From an optimization exercise on the open Yosys and OpenROAD flow, aimed at small area; shortcuts taken in it are not production practice.
RTL that was checked went through simulation tests only; none was proved equivalent to the original.
For run 2, only the layout was checked, not whether the RTL still works.
Power and IR drop assume default switching activity.

==> flow/config.mk <==
export PLATFORM = sky130hd
export DESIGN_NAME = Top_project
export DESIGN_NICKNAME = Top_project
export VERILOG_FILES = /design/flow/design.v
export SDC_FILE = /design/flow/constraint.sdc
export NUM_CORES = 4
export LEC_CHECK = 0
export CAP_MARGIN = 20
export CORE_MARGIN = 2
export CORE_UTILIZATION = 40
export SLEW_MARGIN = 20
==> flow/constraint.sdc <==
create_clock -name core_clock -period 12.0 [get_ports {clk}]
set_input_delay 2.4000 -clock core_clock [delete_from_list [all_inputs] [get_ports {clk}]]
set_output_delay 2.4000 -clock core_clock [all_outputs]
set_load 0.01 [all_outputs]
==> flow/design.v <==
`timescale 1ns / 1ps
module Top_project (
    input clk,
    input reset,
    input [1:0] sw,
    input btnL,
    btnR,
    btnU,
    btnD,
    input rx,
    output tx,
    output [3:0] led,
    output [3:0] fnd_comm,
    output [7:0] fnd_font
);
    wire mode = sw[1];
    reg [5:0] bc;
    assign led = {mode & sw[0], mode & ~sw[0], ~mode & sw[0], ~mode & ~sw[0]};
    reg [1:0] cq;
    wire first = (cq == 2'd0) & (bc == 6'd0);
    always @(posedge clk, posedge reset) begin
        if (reset) cq <= 2'd0;
        else cq <= {cq[1] ^ (~first & cq[0]), cq[0] ^ ~first};
    end
    wire t4 = cq[1] & cq[0];
    wire [3:0] w_ms1, w_ms10;
    wire w_ms1_wrap = t4 & w_ms1[3] & w_ms1[0];
    wire w_c0_next = w_ms1_wrap & w_ms10[3] & w_ms10[0];
    digit10 W_MS1 (.clk(clk), .reset(reset), .clr(1'b0), .e(t4), .q(w_ms1));
    digit10 W_MS10 (.clk(clk), .reset(reset), .clr(1'b0), .e(w_ms1_wrap), .q(w_ms10));
    wire t16 = t4 & w_ms1[0] & (w_ms1[1] ^ w_ms10[0]);
    reg [2:0] sel;
    always @(posedge clk, posedge reset) begin
        if (reset) sel <= 3'd0;
        else sel <= {sel[2] ^ (t16 & sel[1] & sel[0]), sel[1] ^ (t16 & sel[0]), sel[0] ^ t16};
    end
    wire bc_top = bc[5] & bc[4] & bc[2] & bc[0];   
    always @(posedge clk, posedge reset) begin
        if (reset) bc <= 6'd0;
        else if (bc_top) bc <= 6'd0;
        else bc <= bc + 6'd1;
    end
    wire bc_lo0 = ~bc[5] & ~bc[4] & ~bc[3];
    wire tick = (cq != 2'd0) & bc_lo0 & ~bc[2] & ~bc[1] & ~bc[0];
    wire bc4 = bc_lo0 & bc[2] & ~bc[1] & ~bc[0];
    wire bc5 = bc_lo0 & bc[2] & ~bc[1] & bc[0];
    wire bc1 = bc_lo0 & ~bc[2] & ~bc[1] & bc[0];
    reg [3:0] rh, rl;
    reg [7:0] rdata;
    wire r_idle = ~rl[3] & (rh == 4'd0);
    wire r_end = tick & rh[3] & rh[1] & ~rl[3] & rl[2] & rl[1] & rl[0];
    wire rl15 = &rl;
    wire r_sample = tick & rl15 & (rh[3] ? ~rh[1] & ~rh[0] : (rh[2] | rh[1] | rh[0]));
    always @(posedge clk, posedge reset) begin
        if (reset) begin
            rh <= 4'd0;
            rl <= 4'd0;
        end else if (r_idle) begin
            rl[3] <= ~rx;
        end else if (r_end) begin
            rh <= 4'd0;
            rl <= 4'd0;
        end else if (tick) begin
            rl <= rl + 4'd1;
            if (rl15) rh <= rh + 4'd1;
        end
    end
    always @(posedge clk) begin
        if (r_sample) rdata <= {rx, rdata[7:1]};
    end
    reg [3:0] th, tl;
    reg [2:0] tp;
    reg tx_reg;
    wire t_idle = th[3] & th[1];
    wire t_load = th[3] & th[1] & th[0] & bc4;
    wire tl0 = (tl == 4'd0);
    wire c_pulse = (th == 4'd0) & tl0 & bc5;
    wire t_data = (th != 4'd0) & ~(th[3] & (th[1] | th[0]));   
    wire t_read = bc1 & tl0 & t_data;
    always @(posedge clk, posedge reset) begin
        if (reset) begin
            th <= 4'd10;
            tx_reg <= 1'b1;
        end else begin
            if (r_end) th <= 4'd11;
            else if (t_load) th <= 4'd0;
            else if (tick & ~t_idle & (&tl)) th <= th + 4'd1;
            if ((bc1 & tl0) | c_pulse) tx_reg <= (th[3] & (th[1] | th[0])) | ((th != 4'd0) & rdata[tp]);
        end
    end
    always @(posedge clk) begin
        if (r_end) tl <= 4'd0;
        else if (tick & ~t_idle) tl <= tl + 4'd1;
        if (r_end) tp <= 3'd0;
        else if (t_read) tp <= tp + 3'd1;
        else if (r_sample) tp <= tp - 3'd1;
    end
    assign tx = tx_reg;
    wire c_v = c_pulse & ~rdata[7] & rdata[6];
    wire c_L = c_v & ((rdata[4] & rdata[3:0] == 4'h2) | (~rdata[4] & rdata[3:0] == 4'h8));
    wire c_R = c_v & ~rdata[4] & (rdata[3:0] == 4'h3);
    wire c_U = c_v & rdata[4] & (rdata[3:0] == 4'h3);
    wire c_D = c_v & ~rdata[4] & (rdata[3:0] == 4'hd);
    wire d_L, d_R, d_U, d_D;
    debounce U_dL (.clk(clk), .reset(reset), .t4(t4), .i_btn(btnL), .o_btn(d_L));
    debounce U_dR (.clk(clk), .reset(reset), .t4(t4), .i_btn(btnR), .o_btn(d_R));
    debounce U_dU (.clk(clk), .reset(reset), .t4(t4), .i_btn(btnU), .o_btn(d_U));
    debounce U_dD (.clk(clk), .reset(reset), .t4(t4), .i_btn(btnD), .o_btn(d_D));
    wire b_L = d_L | c_L;
    wire b_R = d_R | c_R;
    wire b_U = d_U | c_U;
    wire b_D = d_D | c_D;
    reg s_run, s_clr;
    always @(posedge clk, posedge reset) begin
        if (reset) begin
            s_run <= 1'b0;
            s_clr <= 1'b0;
        end else if (!mode) begin
            s_run <= s_run ? ~b_L : (~s_clr & b_L);
            s_clr <= s_clr ? b_R : (~s_run & ~b_L & b_R);
        end
    end
    reg [1:0] sd;
    reg s_tick;
    always @(posedge clk, posedge reset) begin
        if (reset) begin
            sd <= 2'd0;
            s_tick <= 1'b0;
        end else begin
            sd <= {~s_clr & (sd[1] ^ (s_run & sd[0])), ~s_clr & (sd[0] ^ s_run)};
            s_tick <= ~s_clr & (s_run ? sd[1] & sd[0] : s_tick);
        end
    end
    wire [3:0] s_ms1, s_ms10, s_s1, s_m1, s_h1;
    wire [2:0] s_s10, s_m10;
    wire [1:0] s_h10;
    reg s_c0, s_c1, s_c2;
    wire s_ms1_wrap = s_tick & s_ms1[3] & s_ms1[0];
    wire s_s1_wrap = s_c0 & s_s1[3] & s_s1[0];
    wire s_m1_wrap = s_c1 & s_m1[3] & s_m1[0];
    digit10 S_MS1 (.clk(clk), .reset(reset), .clr(s_clr), .e(s_tick), .q(s_ms1));
    digit10 S_MS10 (.clk(clk), .reset(reset), .clr(s_clr), .e(s_ms1_wrap), .q(s_ms10));
    digit10 S_S1 (.clk(clk), .reset(reset), .clr(s_clr), .e(s_c0), .q(s_s1));
    digit6 S_S10 (.clk(clk), .reset(reset), .clr(s_clr), .e(s_s1_wrap), .q(s_s10));
    digit10 S_M1 (.clk(clk), .reset(reset), .clr(s_clr), .e(s_c1), .q(s_m1));
    digit6 S_M10 (.clk(clk), .reset(reset), .clr(s_clr), .e(s_m1_wrap), .q(s_m10));
    hours #(.R1(4'd0), .R10(2'd0)) S_H (.clk(clk), .reset(reset), .clr(s_clr), .e(s_c2),
        .ones(s_h1), .tens(s_h10));
    always @(posedge clk, posedge reset) begin
        if (reset) begin
            s_c0 <= 1'b0;
            s_c1 <= 1'b0;
            s_c2 <= 1'b0;
        end else begin
            s_c0 <= ~s_clr & s_ms1_wrap & s_ms10[3] & s_ms10[0];
            s_c1 <= ~s_clr & s_s1_wrap & s_s10[2] & s_s10[0];
            s_c2 <= ~s_clr & s_m1_wrap & s_m10[2] & s_m10[0];
        end
    end
    reg [1:0] ws;
    always @(posedge clk, posedge reset) begin
        if (reset) ws <= 2'd0;
        else if (mode) begin
            case (ws)
                2'd0: ws <= b_U ? 2'd1 : b_D ? 2'd2 : b_L ? 2'd3 : 2'd0;
                2'd1: if (!b_U) ws <= 2'd0;
                2'd2: if (!b_D) ws <= 2'd0;
                2'd3: if (!b_L) ws <= 2'd0;
            endcase
        end
    end
    wire [3:0] w_s1, w_m1, w_h1;
    wire [2:0] w_s10, w_m10;
    wire [1:0] w_h10;
    reg w_c0, w_c1, w_c2;
    wire w_s_e = w_c0 | (~ws[1] & ws[0]);
    wire w_m_e = w_c1 | (ws[1] & ~ws[0]);
    wire w_h_e = w_c2 | (ws[1] & ws[0]);
    wire w_s1_wrap = w_s_e & w_s1[3] & w_s1[0];
    wire w_m1_wrap = w_m_e & w_m1[3] & w_m1[0];
    digit10 W_S1 (.clk(clk), .reset(reset), .clr(1'b0), .e(w_s_e), .q(w_s1));
    digit6 W_S10 (.clk(clk), .reset(reset), .clr(1'b0), .e(w_s1_wrap), .q(w_s10));
    digit10 W_M1 (.clk(clk), .reset(reset), .clr(1'b0), .e(w_m_e), .q(w_m1));
    digit6 W_M10 (.clk(clk), .reset(reset), .clr(1'b0), .e(w_m1_wrap), .q(w_m10));
    hours #(.R1(4'd2), .R10(2'd1)) W_H (.clk(clk), .reset(reset), .clr(1'b0), .e(w_h_e),
        .ones(w_h1), .tens(w_h10));
    always @(posedge clk, posedge reset) begin
        if (reset) begin
            w_c0 <= 1'b0;
            w_c1 <= 1'b0;
            w_c2 <= 1'b0;
        end else begin
            w_c0 <= w_c0_next;
            w_c1 <= w_s1_wrap & w_s10[2] & w_s10[0];
            w_c2 <= w_m1_wrap & w_m10[2] & w_m10[0];
        end
    end
    assign fnd_comm = {~(sel[1] & sel[0]), ~(sel[1] & ~sel[0]), ~(~sel[1] & sel[0]), ~(~sel[1] & ~sel[0])};
    wire [3:0] ms10 = mode ? w_ms10 : s_ms10;
    reg [3:0] a0, a1, b0, b1;
    always @(*) begin
        case (sel[1:0])
            2'd0: begin a0 = s_ms1; a1 = s_m1; b0 = w_ms1; b1 = w_m1; end
            2'd1: begin a0 = s_ms10; a1 = {1'b0, s_m10}; b0 = w_ms10; b1 = {1'b0, w_m10}; end
            2'd2: begin a0 = s_s1; a1 = s_h1; b0 = w_s1; b1 = w_h1; end
            default: begin a0 = {1'b0, s_s10}; a1 = {2'b00, s_h10}; b0 = {1'b0, w_s10}; b1 = {2'b00, w_h10}; end
        endcase
    end
    wire [3:0] d = mode ? (sw[0] ? b1 : b0) : (sw[0] ? a1 : a0);
    wire [6:0] seg;
    assign seg[0] = (d[2] & ~d[1] & ~d[0]) | (~d[3] & ~d[2] & ~d[1] & d[0]);
    assign seg[1] = (d[2] & ~d[1] & d[0]) | (d[2] & d[1] & ~d[0]);
    assign seg[2] = ~d[2] & d[1] & ~d[0];
    assign seg[3] = (d[2] & ~d[1] & ~d[0]) | (d[2] & d[1] & d[0]) | (~d[3] & ~d[2] & ~d[1] & d[0]);
    assign seg[4] = d[0] | (d[2] & ~d[1]);
    assign seg[5] = (d[1] & d[0]) | (~d[2] & d[1]) | (~d[3] & ~d[2] & d[0]);
    assign seg[6] = (d[2] & d[1] & d[0]) | (~d[3] & ~d[2] & ~d[1]);
    wire lt50 = ~ms10[3] & ~(ms10[2] & (ms10[1] | ms10[0]));
    wire dot = sel[2] & sel[1] & ~sel[0] & lt50;
    assign fnd_font = {~dot, seg | {7{sel[2]}}};
endmodule
module debounce (
    input clk,
    input reset,
    input t4,
    input i_btn,
    output o_btn
);
    reg [3:0] n;
    wire s1 = t4 & i_btn;
    wire s0 = t4 & ~i_btn;
    always @(posedge clk, posedge reset) begin
        if (reset) n <= 4'd0;
        else if (n[3]) n <= {~s0, 2'b00, ~s0};
        else n <= {s1 & n[2] & n[1] & n[0],
                   t4 ? s1 & (n[2] ^ (n[1] & n[0])) : n[2],
                   t4 ? s1 & (n[1] ^ n[0]) : n[1],
                   t4 ? s1 & ~n[0] : n[0]};
    end
    assign o_btn = n[3] & ~n[0];
endmodule
module digit10 (
    input clk,
    input reset,
    input clr,
    input e,
    output reg [3:0] q
);
    always @(posedge clk, posedge reset) begin
        if (reset) q <= 4'd0;
        else q <= {4{~clr}} & {q[3] ^ (e & q[0] & (q[3] | (q[2] & q[1]))),
                              q[2] ^ (e & q[1] & q[0]),
                              q[1] ^ (e & q[0] & ~q[3]),
                              q[0] ^ e};
    end
endmodule
module digit6 (
    input clk,
    input reset,
    input clr,
    input e,
    output reg [2:0] q
);
    always @(posedge clk, posedge reset) begin
        if (reset) q <= 3'd0;
        else q <= {3{~clr}} & {q[2] ^ (e & q[0] & (q[2] | q[1])),
                              q[1] ^ (e & q[0] & ~q[2]),
                              q[0] ^ e};
    end
endmodule
module hours #(
    parameter [3:0] R1 = 4'd0,
    parameter [1:0] R10 = 2'd0
) (
    input clk,
    input reset,
    input clr,
    input e,
    output reg [3:0] ones,
    output reg [1:0] tens
);
    wire o9 = ones[3] & ones[0];
    wire top = tens[1] & ones[1] & ones[0];
    always @(posedge clk, posedge reset) begin
        if (reset) begin
            ones <= R1;
            tens <= R10;
        end else begin
            ones <= {4{~clr}} & {ones[3] ^ (e & ones[0] & (ones[3] | (ones[2] & ones[1]))),
                                 ones[2] ^ (e & ones[1] & ones[0] & ~tens[1]),
                                 ones[1] ^ (e & ones[0] & ~ones[3]),
                                 ones[0] ^ e};
            tens <= {2{~clr}} & {tens[1] ^ (e & ((o9 & tens[0]) | top)),
                                 tens[0] ^ (e & o9)};
        end
    end
endmodule
==> flow/flow/run.sh <==
#!/bin/bash
# The standard layout flow (standard.sh, unchanged synthesis), with:
# - port buffers of the smallest buffer cell,
# - a clock tree of clkbuf_4 without dummy loads.
bash standard.sh \
  "BUFFER_PORTS_ARGS=-buffer_cell sky130_fd_sc_hd__buf_1" \
  "CTS_ARGS=-sink_clustering_enable -repair_clock_nets -buf_list sky130_fd_sc_hd__clkbuf_4 -dont_use_dummy_load" \
  finish > standard.log 2>&1
==> flow/standard.sh <==
#!/bin/bash
# synth_recipe.tcl (not shown) runs the flow's synth.tcl, then flattens the netlist and writes it again
# the make line also repeats each setting of config.mk as NAME=value (left out here)
make -C /OpenROAD-flow-scripts/flow DESIGN_CONFIG=/design/flow/config.mk WORK_HOME=/design/flow/orfs CLKGATE_MAP_FILE= SYNTH_SCRIPT=/design/flow/synth_recipe.tcl "${@:-finish}"
==> qor.txt, run 1 <==
Gr ovfl total -> 0
CTS clk-pin slew, worst paths -> 0.11 ns
First-pass GRT wire length -> 22.7 mm
Syn_nets -> 674
EDFF count, synth -> 8
Total Power -> 738 uW
Fin. max-slew vios -> 0
Largest register by flop count -> rdata
Min-Delay Path Class -> register to register
Residual DRC -> 0
Final Cycle Share -> 0.601
WL/cell -> 15.3 um
Antenna-violating nets left -> 0
Most common cell in the netlist -> dfrtp_1
Hold_buf cts -> 0
# placed instances -> 856
Worst-path fanout max -> 21
# port buffers -> 25
Clock root cell -> clkbuf_4
Pwr/cell area -> 107 nW/um2
DR vias -> 4697
Register area share after synthesis -> 0.480
Vias in the first global route -> 4725
GPL Wtd Cong -> 0.840
Worst-Margin Slew -> 1.01 ns
Final setup vio count -> 0
H-tree levels -> 4
Unrepaired setup endpoints after global routing -> false
Num ports -> 26
Top post-synthesis cells by count -> dfrtp_1, nor2_1, nand3_1, o21ai_0, a21oi_1
Max Fclk -> 0.139 GHz
Post-CTS Resized -> 0
CTS sink count -> 124
Max reg flops -> 8
Worst-Skew Late Latency -> 0.52 ns
Core Box Area -> 15900 um2
Post-placement cell area -> 6780 um2
Post-route cell area -> 6910 um2
Register Area -> 3120 um2
Syn_area_per_cell -> 10.3 um2
Asr flop ratio synth -> 0.879
Area growth from synthesis to layout -> 6.48%
TritonCTS buffer count -> 17
Post-Syn Area -> 6490 um2
Setup crit end kind -> output port
Fin cells -> 874
Max cap viols -> 0
Critical path class -> input port to output port
Fin nets -> 700
Lkg Pwr -> 0.00302 uW
Max VDD drop -> 0.0000513 V
CTS tree -> done
Synthesized flop and latch total -> 124
DP HPWL -> 9.64 mm
Ratio of cells with drive above 1 in the final layout -> 0.0852
Setup TNS -> 0 ns
Routed WL -> 13.4 mm
Vias per inst -> 5.37
Critical path required time -> 9.60 ns
DR iter-0 viols -> 213
Biggest regs -> rdata (8), bc (6)
Fill cells -> 1535
Post-CTS setup buffer count -> 0
Status -> finished clean
GRT Total Usage -> 0.161
Multi-input gate area -> 3140 um2
Clock Skews -> 0.0379 ns
Min Tclk post-route -> 7.21 ns
Largest net degree at the start of global routing -> 75
Row Count -> 46
Final Hold Vio Count -> 0
Post-Syn Instances -> 633
Initial antenna violation count -> 1
Drt pass-1 iters -> 4
Final hold slack -> 0.478 ns
Synth area leaders -> dfrtp_1, ha_1, edfxtp_1
Top-area cell type share of the netlist area -> 0.401
DIE AREA -> 17300 um2
Die Y -> 131 um
Yosys top cell by area -> dfrtp_1
Die Span X -> 131 um
Max transition margin -> 0.330
Most used flip-flop cell after synthesis -> dfrtp_1
Initial Utilization -> 0.409
CP Launch Type -> input port
Worst Path Arrival -> 4.81 ns
Yosys warns -> 6
Cell variety after synth -> 68
CTS max path bufs -> 2
-- final timing paths --
path	start	end	slack, ns	depth (start not counted)
setup / recovery	sw[1]	fnd_font[6]	4.79	8
hold / removal	U_dD.n[3]$_DFF_PP0_	U_dD.n[2]$_DFFE_PP0P_	0.48	1
setup reg to reg	bc[3]$_DFF_PP0_	tp[1]$_SDFFE_PP0P_	9.14	6
hold reg to reg	U_dD.n[3]$_DFF_PP0_	U_dD.n[2]$_DFFE_PP0P_	0.48	1
max in group asynchronous	reset	s_clr$_DFFE_PP0N_	8.76	3
min in group asynchronous	reset	U_dR.n[3]$_DFF_PP0_	1.89	2
-- cell type report --
type,instances,area share
clock buffer,17,0.0185
inverter,38,0.0210
antenna,1,0.000362
multi-input combinational,451,0.455
sequential,124,0.451
tap,216,0.0391
timing repair buffer,27,0.0157
-- worst max-delay path, cell delays in order --
cell and delay (ns):
buf_1 0.72, nor2b_1 0.28, a221oi_1 0.35, o22ai_1 0.13, o21ai_1 0.44, a31oi_1 0.20
o31ai_1 0.11, buf_1 0.18
-- cells by family after synthesis --
kind of cell | Yosys count | synth area share
buf+inv | 58 | 0.0366
xor+xnor | 41 | 0.0553
mux | 24 | 0.0524
flops | 124 | 0.480
simple gates | 229 | 0.191
fa+ha+maj | 32 | 0.0628
compound gates | 125 | 0.122
-- metrics by stage --
stage                      util  setup WS, ns
after global placement    0.427          4.97
after global routing      0.435          4.60
after detailed placement  0.427          4.83
after CTS                 0.435          4.81
after floorplan               -          5.79
final                     0.435          4.79
-- metal layers --
metal	up-vias	GRT usage	routed length, um
met3	15	0.0386	442
met4	0	0.0610	249
met1	2329	0.202	6180
li1	2283	-	-
met2	70	0.271	6480
met5	-	0	0
-- layout by cell type, fill, tap and decap left out, drive strengths merged, types with 5 or more instances in the layout --
cell type  instances
a221oi             5
ha                31
dfstp              5
dfrtp            104
nand2b            23
nand3             44
xor2              15
nor2b             25
nor2              47
edfxtp             8
clkbuf            17
and3               9
mux2              10
or3                5
dfxtp              7
nor3              11
mux2i              7
a21oi             39
inv               37
xnor2             26
nand4              7
buf               27
o21ai             43
nand2             33
a21o               7
mux4               7
-- where the power goes --
part	leakage, uW	internal, uW	switching, uW	total, uW
registers	0.00156	449	34.1	483
logic	0.00138	29.7	33.6	63.3
clock network	0.0000782	64.7	127	192
==> run 2, diff against run 1 <==
--- a/flow/design.v
+++ b/flow/design.v
@@ -89,7 +89,10 @@
         end
     end
+    always @(posedge clk, posedge reset) begin
+        if (reset) tl <= 4'd0;
+        else if (r_end) tl <= 4'd0;
+        else if (tick & ~t_idle) tl <= tl + 4'd1;
+    end
     always @(posedge clk) begin
-        if (r_end) tl <= 4'd0;
-        else if (tick & ~t_idle) tl <= tl + 4'd1;
         if (r_end) tp <= 3'd0;
         else if (t_read) tp <= tp + 3'd1;
==> flow/flow/run.sh (replaced) <==
#!/bin/bash
# The standard layout flow (standard.sh, unchanged synthesis), with port
# buffers of the smallest buffer cell and a custom clock tree.
bash standard.sh \
  "BUFFER_PORTS_ARGS=-buffer_cell sky130_fd_sc_hd__buf_1" \
  "CTS_ARGS=-sink_clustering_enable -repair_clock_nets -buf_list sky130_fd_sc_hd__clkbuf_4 -dont_use_dummy_load" \
  finish > standard.log 2>&1
--- a/flow/config.mk
+++ b/flow/config.mk
@@ -8,4 +8,4 @@
 export CAP_MARGIN = 20
 export CORE_MARGIN = 2
-export CORE_UTILIZATION = 40
+export CORE_UTILIZATION = 70
 export SLEW_MARGIN = 20
==> qor.txt, run 2 <==
Status -> finished clean
GRT Total Usage -> 0.267 (+0.105)
Top-area cell type share of the netlist area -> 0.415 (+0.0143)
Critical path required time -> 9.60 ns (about the same)
Yosys top cell by area -> dfrtp_1
Cell variety after synth -> 71 (+4.4%)
Unrepaired setup endpoints after global routing -> false
WL/cell -> 16.4 um (+7.5%)
Final Hold Vio Count -> 0 (unchanged)
Gate power share -> 0.085 (about the same)
Residual DRC -> 0 (unchanged)
Clock root cell -> clkbuf_4
Yosys warns -> 6 (unchanged)
Final setup vio count -> 0 (unchanged)
Num ports -> 26 (unchanged)
Most used flip-flop cell after synthesis -> dfrtp_1
Switching Fraction -> 0.261 (-0.00309)
Largest net degree at the start of global routing -> 63 (-16%)
Post-Syn Instances -> 624 (-1.4%)
Vias in the first global route -> 4403 (-6.8%)
Syn_area_per_cell -> 10.4 um2 (+1.7%)
DIE AREA -> 10100 um2 (-42%)
CTS max path bufs -> 2 (unchanged)
EDFF count, synth -> 8 (unchanged)
CTS clk-pin slew, worst paths -> 0.07 ns (-0.04 ns)
Row Count -> 35 (-24%)
Final Cycle Share -> 0.586 (-0.0152)
Syn_nets -> 665 (-1.3%)
DP HPWL -> 8.75 mm (-9.2%)
Largest register by flop count -> rdata
Min Tclk post-route -> 7.03 ns (-0.182 ns)
Max Fclk -> 0.142 GHz (+2.6%)
Final hold slack -> 0.453 ns (-0.0248 ns)
Max VDD drop -> 0.0000858 V (+67%)
Asr flop ratio synth -> 0.911 (+0.0323)
Most common cell after layout, fill and taps aside -> dfrtp_1
Critical path class -> input port to output port
Gr ovfl total -> 0 (unchanged)
Setup crit end kind -> output port
Post-CTS Resized -> 0 (unchanged)
Die Y -> 100 um (-24%)
Clock Skews -> 0.0430 ns (+0.00506 ns)
Post-Syn Area -> 6510 um2 (+0.27%)
# port buffers -> 25 (unchanged)
Synthesized flop and latch total -> 124 (unchanged)
Biggest regs -> rdata (8), bc (6)
CTS sink count -> 124 (unchanged)
Ant. Diodes -> 0 (-1)
Die Span X -> 100 um (-24%)
Initial antenna violation count -> 0 (-1)
Max cap viols -> 0 (unchanged)
GPL Wtd Cong -> 0.840 (about the same)
Register area share after synthesis -> 0.482 (+0.00178)
Initial Utilization -> 0.715 (+0.306)
Area growth from synthesis to layout -> 4.46%
Clk pwr share -> 0.260 (about the same)
Worst-path fanout max -> 18 (-14%)
Lkg Pwr -> 0.00309 uW (+2.4%)
Fin. max-slew vios -> 0 (unchanged)
Antenna-violating nets left -> 0 (unchanged)
Worst Path Arrival -> 4.63 ns (-0.18 ns)
Drt pass-1 iters -> 5 (+1)
Ratio of cells with drive above 1 in the final layout -> 0.0845 (-0.000751)
Post-CTS setup buffer count -> 0 (unchanged)
Vias per inst -> 6.07 (+13%)
Setup TNS -> 0 ns (unchanged)
Worst-Skew Late Latency -> 0.52 ns (about the same)
NetSw -> 192 uW (-1.3%)
H-tree levels -> 4 (unchanged)
DR iter-0 viols -> 207 (-2.8%)
Cell Int Power -> 545 uW (+0.33%)
Min-Delay Path Class -> register to register
Total Power -> 737 uW (about the same)
DR vias -> 4629 (-1.4%)
CTS tree -> done
Core Box Area -> 9110 um2 (-43%)
Commonest cells after routing, fill and taps aside -> dfrtp_1, nor2_1, a21oi_1, inv_1
First-pass GRT wire length -> 20.9 mm (-7.8%)
Max transition margin -> 0.284 (-0.0454)
Routed WL -> 12.5 mm (-6.3%)
Fin nets -> 694 (-0.86%)
Most common cell in the netlist -> dfrtp_1
CP Launch Type -> input port
Hold_buf cts -> 0 (unchanged)
Max reg flops -> 8 (unchanged)
Sequential share of power -> 0.655 (about the same)
TritonCTS buffer count -> 17 (unchanged)
Top post-synthesis cells by count -> dfrtp_1, nor2_1, inv_1, a21oi_1
Pwr/cell area -> 108 nW/um2 (+1.6%)
Synth area leaders -> dfrtp_1, ha_1, xnor2_1
Worst-Margin Slew -> 1.07 ns (+0.0681 ns)
==> run 2: worst max-delay path: stages <==
cell and delay [ns]:
buf_1 0.60, or2_2 0.25, inv_1 0.06, o211a_1 0.12, a211o_1 0.23, o22ai_1 0.41
inv_1 0.16, o211ai_1 0.21, buf_1 0.18
==> run 2: path summary, 6_finish.rpt <==
check                      slack, ns                from  cells past startpoint                  to
setup reg to reg                9.23   th[0]$_DFFE_PP0P_                      7   s_run$_DFFE_PP0N_
min in group asynchronous       1.95               reset                      2      w_c2$_DFF_PP0_
hold / removal                  0.45  rdata[5]$_DFFE_PP_                      0  rdata[4]$_DFFE_PP_
hold reg to reg                 0.45  rdata[5]$_DFFE_PP_                      0  rdata[4]$_DFFE_PP_
max in group asynchronous       8.76               reset                      3   s_clr$_DFFE_PP0N_
setup / recovery                4.97               sw[1]                      9         fnd_font[5]
==> run 2: metal layers <==
| metal | global-route usage | part of all wire | vias to the layer above |
|---|---|---|---|
| li1 | - | - | 2246 |
| met1 | 0.384 | 0.48 | 2284 |
| met2 | 0.411 | 0.47 | 80 |
| met3 | 0.0592 | 0.039 | 19 |
| met4 | 0.0780 | 0.014 | 0 |
| met5 | 0 | 0 | - |
==> run 2: per-stage QoR <==
step | instance area [um2] | utilization | worst slack (ns) | instances
after global placement | 6670 | 0.732 | 5.14 | 745
final | 6800 | 0.746 | 4.97 | 762
after global routing | 6800 | 0.746 | 4.82 | 762
after detailed placement | 6670 | 0.732 | 5.04 | 745
after floorplan | 6510 | - | 5.50 | 624
after CTS | 6800 | 0.746 | 5.01 | 762
==> run 2: layout make-up <==
| cell class | count | area [um2] |
|---|---|---|
| Fill cell | 675 | 2310 |
| Tap cell | 111 | 139 |
| Clock buffer | 17 | 128 |
| Sequential cell | 124 | 3140 |
| Timing Repair Buffer | 27 | 109 |
| Multi-Input combinational cell | 445 | 3140 |
| Inverter | 38 | 145 |
==> run 2: power by group through the flow <==
stage / combinational [uW] / clock, uW / sequential [uW]
final: 62.8 / 191 / 483
after floorplan: 54.2 / 0 / 477
after global routing: 72.3 / 214 / 487
after CTS: 63.5 / 196 / 483
after detailed placement: 62.8 / 0 / 491
after global placement: 60.0 / 0 / 489
==> run 2: logic make-up after synthesis <==
| kind of cell | count (synthesis) | share of synthesized area |
|---|---|---|
| compound gates | 114 | 0.113 |
| xor+xnor | 43 | 0.0579 |
| fa+ha+maj | 32 | 0.0627 |
| buf+inv | 55 | 0.0356 |
| flops | 124 | 0.482 |
| mux | 27 | 0.0584 |
| simple gates | 229 | 0.191 |
==> run 3, diff against run 2 <==
--- a/flow/design.v
+++ b/flow/design.v
@@ -89,10 +89,7 @@
         end
     end
-    always @(posedge clk, posedge reset) begin
-        if (reset) tl <= 4'd0;
-        else if (r_end) tl <= 4'd0;
+    always @(posedge clk) begin
+        if (r_end) tl <= 4'd0;
         else if (tick & ~t_idle) tl <= tl + 4'd1;
-    end
-    always @(posedge clk) begin
         if (r_end) tp <= 3'd0;
         else if (t_read) tp <= tp + 3'd1;
==> flow/flow/run.sh (replaced) <==
#!/bin/bash
# The standard layout flow (standard.sh, unchanged synthesis), with port
# buffers of the smallest buffer cell and a custom clock tree.
bash standard.sh \
  "BUFFER_PORTS_ARGS=-buffer_cell sky130_fd_sc_hd__buf_1" \
  "CTS_ARGS=-sink_clustering_enable -repair_clock_nets -buf_list sky130_fd_sc_hd__clkbuf_8 -sink_clustering_size 30 -sink_clustering_max_diameter 150 -dont_use_dummy_load" \
  finish > standard.log 2>&1
--- a/flow/config.mk
+++ b/flow/config.mk
@@ -8,4 +8,4 @@
 export CAP_MARGIN = 20
 export CORE_MARGIN = 2
-export CORE_UTILIZATION = 70
+export CORE_UTILIZATION = 40
 export SLEW_MARGIN = 20
==> qor.txt, run 3 <==
Post-Synth Adder-Cell Area -> 0.0628 (+0.000169)
DR vias -> 4715 (+1.9%)
Final setup vio count -> 0 (unchanged)
Top-area cell type share of the netlist area -> 0.401 (-0.0143)
Routed WL -> 13.4 mm (+7.2%)
CP Launch Type -> input port
DR iter-0 viols -> 279 (+35%)
Cell variety after synth -> 68 (-4.2%)
Initial antenna violation count -> 0 (unchanged)
Synth area leaders -> dfrtp_1, ha_1, edfxtp_1
Max VDD drop -> 0.0000692 V (-19%)
Syn_area_per_cell -> 10.3 um2 (-1.7%)
Min Tclk post-route -> 7.19 ns (+0.165 ns)
Synthesized flop and latch total -> 124 (unchanged)
WL/cell -> 15.4 um (-6.4%)
Ratio of cells with drive above 1 in the final layout -> 0.0852 (+0.000751)
Worst-Margin Slew -> 0.981 ns (-0.0922 ns)
Post-Synth Simple-Gate Area -> 0.191 (+0.000322)
Multiplexer area fraction after synthesis -> 0.0524 (-0.00601)
Largest family of logic cells by synthesized area -> simple AND/OR/NAND/NOR gates
Max reg flops -> 8 (unchanged)
Clock root cell -> clkbuf_8
Total Power -> 807 uW (+9.5%)
Ant. Diodes -> 0 (unchanged)
DIE AREA -> 17300 um2 (+71%)
Post-Syn Area -> 6490 um2 (-0.27%)
Vias in the first global route -> 4706 (+6.9%)
Most used flip-flop cell after synthesis -> dfrtp_1
Min-Delay Path Class -> register to register
Post-CTS setup buffer count -> 0 (unchanged)
Unrepaired setup endpoints after global routing -> false
GPL Wtd Cong -> 0.840 (about the same)
Gr ovfl total -> 0 (unchanged)
Antenna-violating nets left -> 0 (unchanged)
Most common cell after layout, fill and taps aside -> dfrtp_1
Lkg Pwr -> 0.00307 uW (-0.92%)
Worst-Skew Late Latency -> 0.43 ns (-0.09 ns)
Biggest regs -> rdata (8), bc (6)
Setup crit end kind -> output port
Register area share after synthesis -> 0.480 (-0.00178)
CTS clk-pin slew, worst paths -> 0.06 ns (about the same)
Die Span X -> 131 um (+31%)
Max transition margin -> 0.346 (+0.0615)
Residual DRC -> 0 (unchanged)
Final Hold Vio Count -> 0 (unchanged)
Die Y -> 131 um (+31%)
Fin. max-slew vios -> 0 (unchanged)
Critical path class -> input port to output port
Post-Syn Instances -> 633 (+1.4%)
Final Cycle Share -> 0.600 (+0.0138)
Core Box Area -> 15900 um2 (+74%)
DP HPWL -> 9.64 mm (+10%)
TritonCTS buffer count -> 17 (unchanged)
Syn_nets -> 674 (+1.4%)
Clock Skews -> 0.0205 ns (-0.0225 ns)
EDFF count, synth -> 8 (unchanged)
Num ports -> 26 (unchanged)
# port buffers -> 25 (unchanged)
Max Fclk -> 0.139 GHz (-2.3%)
Largest register by flop count -> rdata
Post-CTS Resized -> 0 (unchanged)
Pwr/cell area -> 115 nW/um2 (+6.2%)
Initial Utilization -> 0.409 (-0.306)
Post-synthesis xor/xnor area fraction -> 0.0553 (-0.00254)
Top post-synthesis cells by count -> dfrtp_1, nor2_1, nand3_1, o21ai_0, a21oi_1
Commonest cells after routing, fill and taps aside -> dfrtp_1, nor2_1, nand3_1
Yosys top cell by area -> dfrtp_1
Status -> finished clean
Area growth from synthesis to layout -> 8.08%
CTS tree -> done
Vias per inst -> 5.40 (-11%)
Post-synthesis compound-gate area fraction -> 0.122 (+0.00879)
H-tree levels -> 4 (unchanged)
Worst Path Arrival -> 4.79 ns (+0.16 ns)
Yosys warns -> 6 (unchanged)
Critical path required time -> 9.60 ns (about the same)
First-pass GRT wire length -> 22.8 mm (+8.7%)
Hold_buf cts -> 0 (unchanged)
CTS max path bufs -> 2 (unchanged)
Fin nets -> 700 (+0.86%)
Drt pass-1 iters -> 4 (-1)
Row Count -> 46 (+31%)
R2r setup slk -> 9.13 ns (-0.10 ns)
Fill cells -> 1517 (+120%)
GRT Total Usage -> 0.163 (-0.104)
Worst-path fanout max -> 21 (+3)
Largest net degree at the start of global routing -> 75 (+19%)
CTS sink count -> 124 (unchanged)
Max cap viols -> 0 (unchanged)
Setup TNS -> 0 ns (unchanged)
Most common cell in the netlist -> dfrtp_1
Asr flop ratio synth -> 0.879 (-0.0323)
## run 3: where the power goes
part / internal, uW / switching (uW)
combinational: 29.8 / 33.8
sequential: 450 / 34.0
clock: 124 / 136
## run 3: worst max-delay path, cell delays in order
cell	delay, ns
buf_1	0.71
nor2b_1	0.28
a221oi_1	0.35
o22ai_1	0.13
o21ai_1	0.44
a31oi_1	0.19
o31ai_1	0.11
buf_1	0.18
## run 3: per-layer routing
metal | wire (um) | global-route usage | vias to the layer above | share of wire
li1 | - | - | 2277 | -
met1 | 6200 | 0.202 | 2337 | 0.46
met2 | 6530 | 0.271 | 84 | 0.49
met3 | 430 | 0.0478 | 17 | 0.032
met4 | 246 | 0.0574 | 0 | 0.018
met5 | 0 | 0 | - | 0
## run 3: worst paths after layout
path | from | cells after the start | end
setup / recovery | sw[1] | 8 | fnd_font[6]
hold / removal | rdata[6]$_DFFE_PP_ | 0 | rdata[5]$_DFFE_PP_
setup reg to reg | bc[3]$_DFF_PP0_ | 6 | tp[1]$_SDFFE_PP0P_
hold reg to reg | rdata[6]$_DFFE_PP_ | 0 | rdata[5]$_DFFE_PP_
max in group asynchronous | reset | 3 | s_clr$_DFFE_PP0N_
min in group asynchronous | reset | 2 | U_dL.n[3]$_DFF_PP0_
## run 3: cell type report
class | instances | area, um2 | share of cell area
multi-input combinational | 451 | 3140 | 0.448
inverter | 38 | 145 | 0.0207
sequential | 124 | 3120 | 0.444
clock buffer | 17 | 234 | 0.0334
timing repair buffer | 27 | 109 | 0.0155
tap | 216 | 270 | 0.0385
## run 3: cell families after synthesis
| logic type | count (synthesis) |
|---|---|
| and+or+nand+nor | 229 |
| adders and majority gates | 32 |
| xor gates and xnor gates | 41 |
| AOI/OAI and AO/OA | 125 |
| DFF | 124 |
| muxes | 24 |
| buffers and inverters | 58 |
## run 3: through the flow
stage | instance area (um2) | instances | utilization | worst slack (ns) | hold WS (ns)
floorplan | 6490 | 633 | - | 5.79 | 0.421
global placement | 6780 | 856 | 0.427 | 4.97 | 0.438
detailed placement | 6780 | 856 | 0.427 | 4.83 | 0.454
CTS | 7010 | 873 | 0.441 | 4.81 | 0.471
global route | 7020 | 873 | 0.442 | 4.60 | 0.493
finish | 7020 | 873 | 0.442 | 4.81 | 0.472
==> run 4, diff against run 3 <==
--- a/flow/design.v
+++ b/flow/design.v
@@ -18,5 +18,6 @@
     assign led = {mode & sw[0], mode & ~sw[0], ~mode & sw[0], ~mode & ~sw[0]};
     reg [1:0] cq;
-    wire first = (cq == 2'd0) & (bc == 6'd0);
+    wire bc0 = ~bc[4] & ~bc[3] & ~bc[2] & ~bc[1] & ~bc[0];
+    wire first = (cq == 2'd0) & bc0;
     always @(posedge clk, posedge reset) begin
         if (reset) cq <= 2'd0;
@@ -35,18 +36,19 @@
         else sel <= {sel[2] ^ (t16 & sel[1] & sel[0]), sel[1] ^ (t16 & sel[0]), sel[0] ^ t16};
     end
-    wire bc_top = bc[5] & bc[4] & bc[2] & bc[0];   
+    wire bc_wrap = ~bc[5] & bc[4] & bc[3] & ~bc[2] & ~bc[1] & bc[0];   
     always @(posedge clk, posedge reset) begin
         if (reset) bc <= 6'd0;
-        else if (bc_top) bc <= 6'd0;
-        else bc <= bc + 6'd1;
+        else bc <= {6{~bc_wrap}} & {bc[4:0], ~(bc[5] ^ bc[4])};
     end
-    wire bc_lo0 = ~bc[5] & ~bc[4] & ~bc[3];
-    wire tick = (cq != 2'd0) & bc_lo0 & ~bc[2] & ~bc[1] & ~bc[0];
-    wire bc4 = bc_lo0 & bc[2] & ~bc[1] & ~bc[0];
-    wire bc5 = bc_lo0 & bc[2] & ~bc[1] & bc[0];
-    wire bc1 = bc_lo0 & ~bc[2] & ~bc[1] & bc[0];
-    reg [3:0] rh, rl;
+    wire tick = (cq != 2'd0) & bc0;
+    wire bc1 = ~bc[5] & ~bc[4] & ~bc[3] & ~bc[2] & ~bc[1] & bc[0];
+    wire bc4 = ~bc[5] & ~bc[4] & bc[3] & bc[2] & bc[1] & bc[0];
+    wire bc5 = bc[4] & bc[3] & bc[2] & bc[1] & bc[0];
+    reg [3:0] rh;
+    reg rl3;
+    reg [2:0] rlo;
+    wire [3:0] rl = {rl3, rlo};
     reg [7:0] rdata;
-    wire r_idle = ~rl[3] & (rh == 4'd0);
+    wire r_idle = ~rl3 & (rh == 4'd0);
     wire r_end = tick & rh[3] & rh[1] & ~rl[3] & rl[2] & rl[1] & rl[0];
     wire rl15 = &rl;
@@ -55,16 +57,20 @@
         if (reset) begin
             rh <= 4'd0;
-            rl <= 4'd0;
+            rl3 <= 1'b0;
         end else if (r_idle) begin
-            rl[3] <= ~rx;
+            rl3 <= ~rx;
         end else if (r_end) begin
             rh <= 4'd0;
-            rl <= 4'd0;
+            rl3 <= 1'b0;
         end else if (tick) begin
-            rl <= rl + 4'd1;
+            rl3 <= rl3 ^ (&rlo);
             if (rl15) rh <= rh + 4'd1;
         end
     end
     always @(posedge clk) begin
+        if (r_idle | r_end) rlo <= 3'd0;
+        else if (tick) rlo <= rlo + 3'd1;
+    end
+    always @(posedge clk) begin
         if (r_sample) rdata <= {rx, rdata[7:1]};
     end
@@ -89,7 +95,10 @@
         end
     end
-    always @(posedge clk) begin
-        if (r_end) tl <= 4'd0;
+    always @(posedge clk, posedge reset) begin
+        if (reset) tl <= 4'd0;
+        else if (r_end) tl <= 4'd0;
         else if (tick & ~t_idle) tl <= tl + 4'd1;
+    end
+    always @(posedge clk) begin
         if (r_end) tp <= 3'd0;
         else if (t_read) tp <= tp + 3'd1;
==> flow/flow/run.sh (replaced) <==
#!/bin/bash
# The standard layout flow (standard.sh, unchanged synthesis), with:
# - port buffers of the smallest buffer cell,
# - a clock tree of clkbuf_4 without dummy loads.
bash standard.sh \
  "BUFFER_PORTS_ARGS=-buffer_cell sky130_fd_sc_hd__buf_1" \
  "CTS_ARGS=-sink_clustering_enable -repair_clock_nets -buf_list sky130_fd_sc_hd__clkbuf_4 -dont_use_dummy_load" \
  finish > standard.log 2>&1
==> qor.txt, run 4 <==
Initial Utilization -> 0.408 (-0.000788)
Critical path required time -> 9.60 ns (about the same)
Fin. max-slew vios -> 0 (unchanged)
Ratio of cells with drive above 1 in the final layout -> 0.0950 (+0.00978)
Status -> finished clean
Most used flip-flop cell after synthesis -> dfrtp_1
Yosys top cell by area -> dfrtp_1
DIE AREA -> 17200 um2 (-0.19%)
EDFF count, synth -> 8 (unchanged)
Drt pass-1 iters -> 5 (+1)
Unrepaired setup endpoints after global routing -> false
Min-Delay Path Class -> register to register
Largest register by flop count -> rdata
CTS max path bufs -> 2 (unchanged)
CTS tree -> done
WL/cell -> 14.7 um (-4.5%)
# port buffers -> 25 (unchanged)
Ant. Diodes -> 0 (unchanged)
Row Count -> 46 (unchanged)
Top post-synthesis cells by count -> dfrtp_1, nor2_1, inv_1, a21oi_1, ha_1
Biggest regs -> rdata (8), bc (6)
Clock Skews -> 0.0320 ns (+0.0115 ns)
Hold_buf cts -> 0 (unchanged)
Pwr/cell area -> 105 nW/um2 (-8.7%)
Vias per inst -> 5.24 (-3.0%)
Worst-Skew Late Latency -> 0.52 ns (+0.09 ns)
Clk pwr share -> 0.265 (-0.057)
Largest net degree at the start of global routing -> 84 (+12%)
First-pass GRT wire length -> 21.8 mm (-4.2%)
Core Box Area -> 15900 um2 (unchanged)
Final Cycle Share -> 0.556 (-0.0435)
Routed WL -> 12.6 mm (-6.2%)
Yosys warns -> 6 (unchanged)
CTS sink count -> 124 (unchanged)
GPL Wtd Cong -> 0.837 (-0.39%)
NetSw -> 188 uW (-7.7%)
Clock root cell -> clkbuf_4
Setup crit end kind -> output port
H-tree levels -> 4 (unchanged)
CTS clk-pin slew, worst paths -> 0.09 ns (+0.03 ns)
Die Y -> 131 um (about the same)
Max reg flops -> 8 (unchanged)
Syn_area_per_cell -> 10.5 um2 (+2.6%)
Initial antenna violation count -> 0 (unchanged)
Top-area cell type share of the netlist area -> 0.406 (+0.00464)
Worst-Margin Slew -> 0.812 ns (-0.169 ns)
Total Power -> 727 uW (-10%)
Syn_nets -> 658 (-2.4%)
Die Span X -> 131 um (about the same)
Hold path depth -> 0 (unchanged)
Worst-case reg-to-reg path depth -> 8 (+2)
DR iter-0 viols -> 334 (+20%)
Setup TNS -> 0 ns (unchanged)
Gr ovfl total -> 0 (unchanged)
Cell variety after synth -> 68 (unchanged)
Worst Path Arrival -> 4.27 ns (-0.52 ns)
Commonest cells after routing, fill and taps aside -> dfrtp_1, nor2_1, inv_1
Vias in the first global route -> 4555 (-3.2%)
Final Hold Vio Count -> 0 (unchanged)
Sequential share of power -> 0.646 (+0.047)
Synthesized flop and latch total -> 124 (unchanged)
Num ports -> 26 (unchanged)
Asr flop ratio synth -> 0.887 (+0.00806)
Max VDD drop -> 0.0000567 V (-18%)
DP HPWL -> 8.86 mm (-8.0%)
Most common cell in the netlist -> dfrtp_1
Final setup vio count -> 0 (unchanged)
Area growth from synthesis to layout -> 6.78%
Post-Syn Area -> 6480 um2 (-0.19%)
Worst-path fanout max -> 25 (+19%)
Post-Syn Instances -> 616 (-2.7%)
Cell Int Power -> 539 uW (-11%)
Min Tclk post-route -> 6.67 ns (-0.522 ns)
Gate power share -> 0.089 (+0.010)
Multi-input gate area -> 3100 um2 (-1.2%)
Max Fclk -> 0.150 GHz (+7.8%)
DR vias -> 4496 (-4.6%)
Post-CTS Resized -> 0 (unchanged)
Lkg Pwr -> 0.00314 uW (+2.5%)
Register area share after synthesis -> 0.481 (+0.00170)
Most common cell after layout, fill and taps aside -> dfrtp_1
GRT Total Usage -> 0.156 (-0.00682)
Post-CTS setup buffer count -> 0 (unchanged)
CP Launch Type -> input port
Max cap viols -> 0 (unchanged)
Critical path class -> input port to output port
Synth area leaders -> dfrtp_1, ha_1, xnor2_1
TritonCTS buffer count -> 17 (unchanged)
Fin nets -> 686 (-2.0%)
Switching Fraction -> 0.259 (+0.00647)
Fill cells -> 1545 (+1.8%)
Max transition margin -> 0.451 (+0.105)
Antenna-violating nets left -> 0 (unchanged)
Residual DRC -> 0 (unchanged)
Register Area -> 3120 um2 (+0.12%)
## run 4: cell types whose count changed after synthesis, sizes merged, moves of 5 or more
| cell | previous run | this run |
|---|---|---|
| a221oi | 5 | 0 |
| inv | 37 | 44 |
| mux2i | 7 | 12 |
| nand2 | 33 | 20 |
| nand3 | 44 | 30 |
| o21ai | 43 | 29 |
## run 4: power by group through the flow
stage	Clock, uW	Sequential, uW	Combinational [uW]
finish	192	469	65.0
global route	220	474	74.7
CTS	202	469	66.2
detailed placement	0	477	65.5
global placement	0	476	62.2
floorplan	0	470	50.6
## run 4: layout make-up
class	instances	area share
Sequential cell	124	0.451
Clock buffer	17	0.0184
Tap cell	216	0.0391
Timing Repair Buffer	29	0.0186
Inverter	44	0.0242
Multi-Input combinational cell	428	0.449
## run 4: metrics by stage
stage,hold slack (ns),utilization,cell area [um2],setup slack [ns],cells
after floorplan,0.421,-,6480,5.81,616
after global placement,0.425,0.427,6790,4.93,841
after detailed placement,0.444,0.427,6790,4.91,841
after CTS,0.465,0.435,6910,4.90,858
after global routing,0.485,0.435,6920,5.16,858
final,0.463,0.435,6920,5.33,858
## run 4: path summary, 6_finish.rpt
kind | startpoint | to | slack, ns
max in group asynchronous | reset | S_S1.q[2]$_DFF_PP0_ | 9.07
setup / recovery | sw[1] | fnd_font[3] | 5.33
hold reg to reg | bc[1]$_DFF_PP0_ | bc[2]$_DFF_PP0_ | 0.46
min in group asynchronous | reset | tl[2]$_DFFE_PP0P_ | 1.85
hold / removal | bc[1]$_DFF_PP0_ | bc[2]$_DFF_PP0_ | 0.46
setup reg to reg | tl[0]$_DFFE_PP0P_ | tp[2]$_SDFFE_PP0P_ | 9.56
## run 4: metal layers
metal | wire length, um | share of wire | vias up | GRT usage
li1 | - | - | 2217 | -
met3 | 429 | 0.034 | 13 | 0.0428
met5 | 0 | 0 | - | 0
met2 | 6030 | 0.48 | 73 | 0.255
met1 | 5930 | 0.47 | 2193 | 0.200
met4 | 190 | 0.015 | 0 | 0.0531
## run 4: cell families after synthesis
family | share of synthesized area
adders and majority gates | 0.0649
muxes | 0.0637
xor gates and xnor gates | 0.0568
DFF | 0.481
and+or+nand+nor | 0.180
buffers and inverters | 0.0394
AOI/OAI and AO/OA | 0.114
## run 4: critical path: stages
cell      delay (ns)
clkbuf_2        0.39
mux4_2          0.56
nor2_1          0.15
o22a_2          0.23
nor2_1          0.08
o32a_1          0.33
buf_1           0.13

-- afterwards: timing with drivers on the ports --
No port has a modelled driver above. Below, the same layouts with a new extraction and two added sets of constraints.
Step 1 sets driving cells, clkbuf_16 on the clock port and buf_2 on the other inputs (assumed; they add their load-dependent delay and slew).
Step 2 moves the port delays by t, midway between the first and last clock arrival at a register: inputs arrive t later, outputs are due t later. That takes back most of the time a late clock gives input paths.
a / b / c = ideal ports / drivers / drivers and shift; a / b = the first two.
| run | t (ns) | setup WS [ns] | worst register clock-pin slew, ns | worst data-port slew with drivers (ns) |
|---|---|---|---|---|
| run 1 | 0.538 | 4.788 / 4.761 / 4.761 | 0.12 / 0.12 | 0.04 |
| run 2 | 0.528 | 4.971 / 4.942 / 4.942 | 0.12 / 0.12 | 0.03 |
| run 3 | 0.456 | 4.805 / 4.778 / 4.778 | 0.07 / 0.07 | 0.04 |
| run 4 | 0.541 | 5.327 / 5.299 / 5.299 | 0.11 / 0.11 | 0.04 |
After both steps every run listed still meets setup and hold. The setup slack of run 2, which loses most, moves by -0.029 ns with the drivers and by -0.029 ns with both steps.
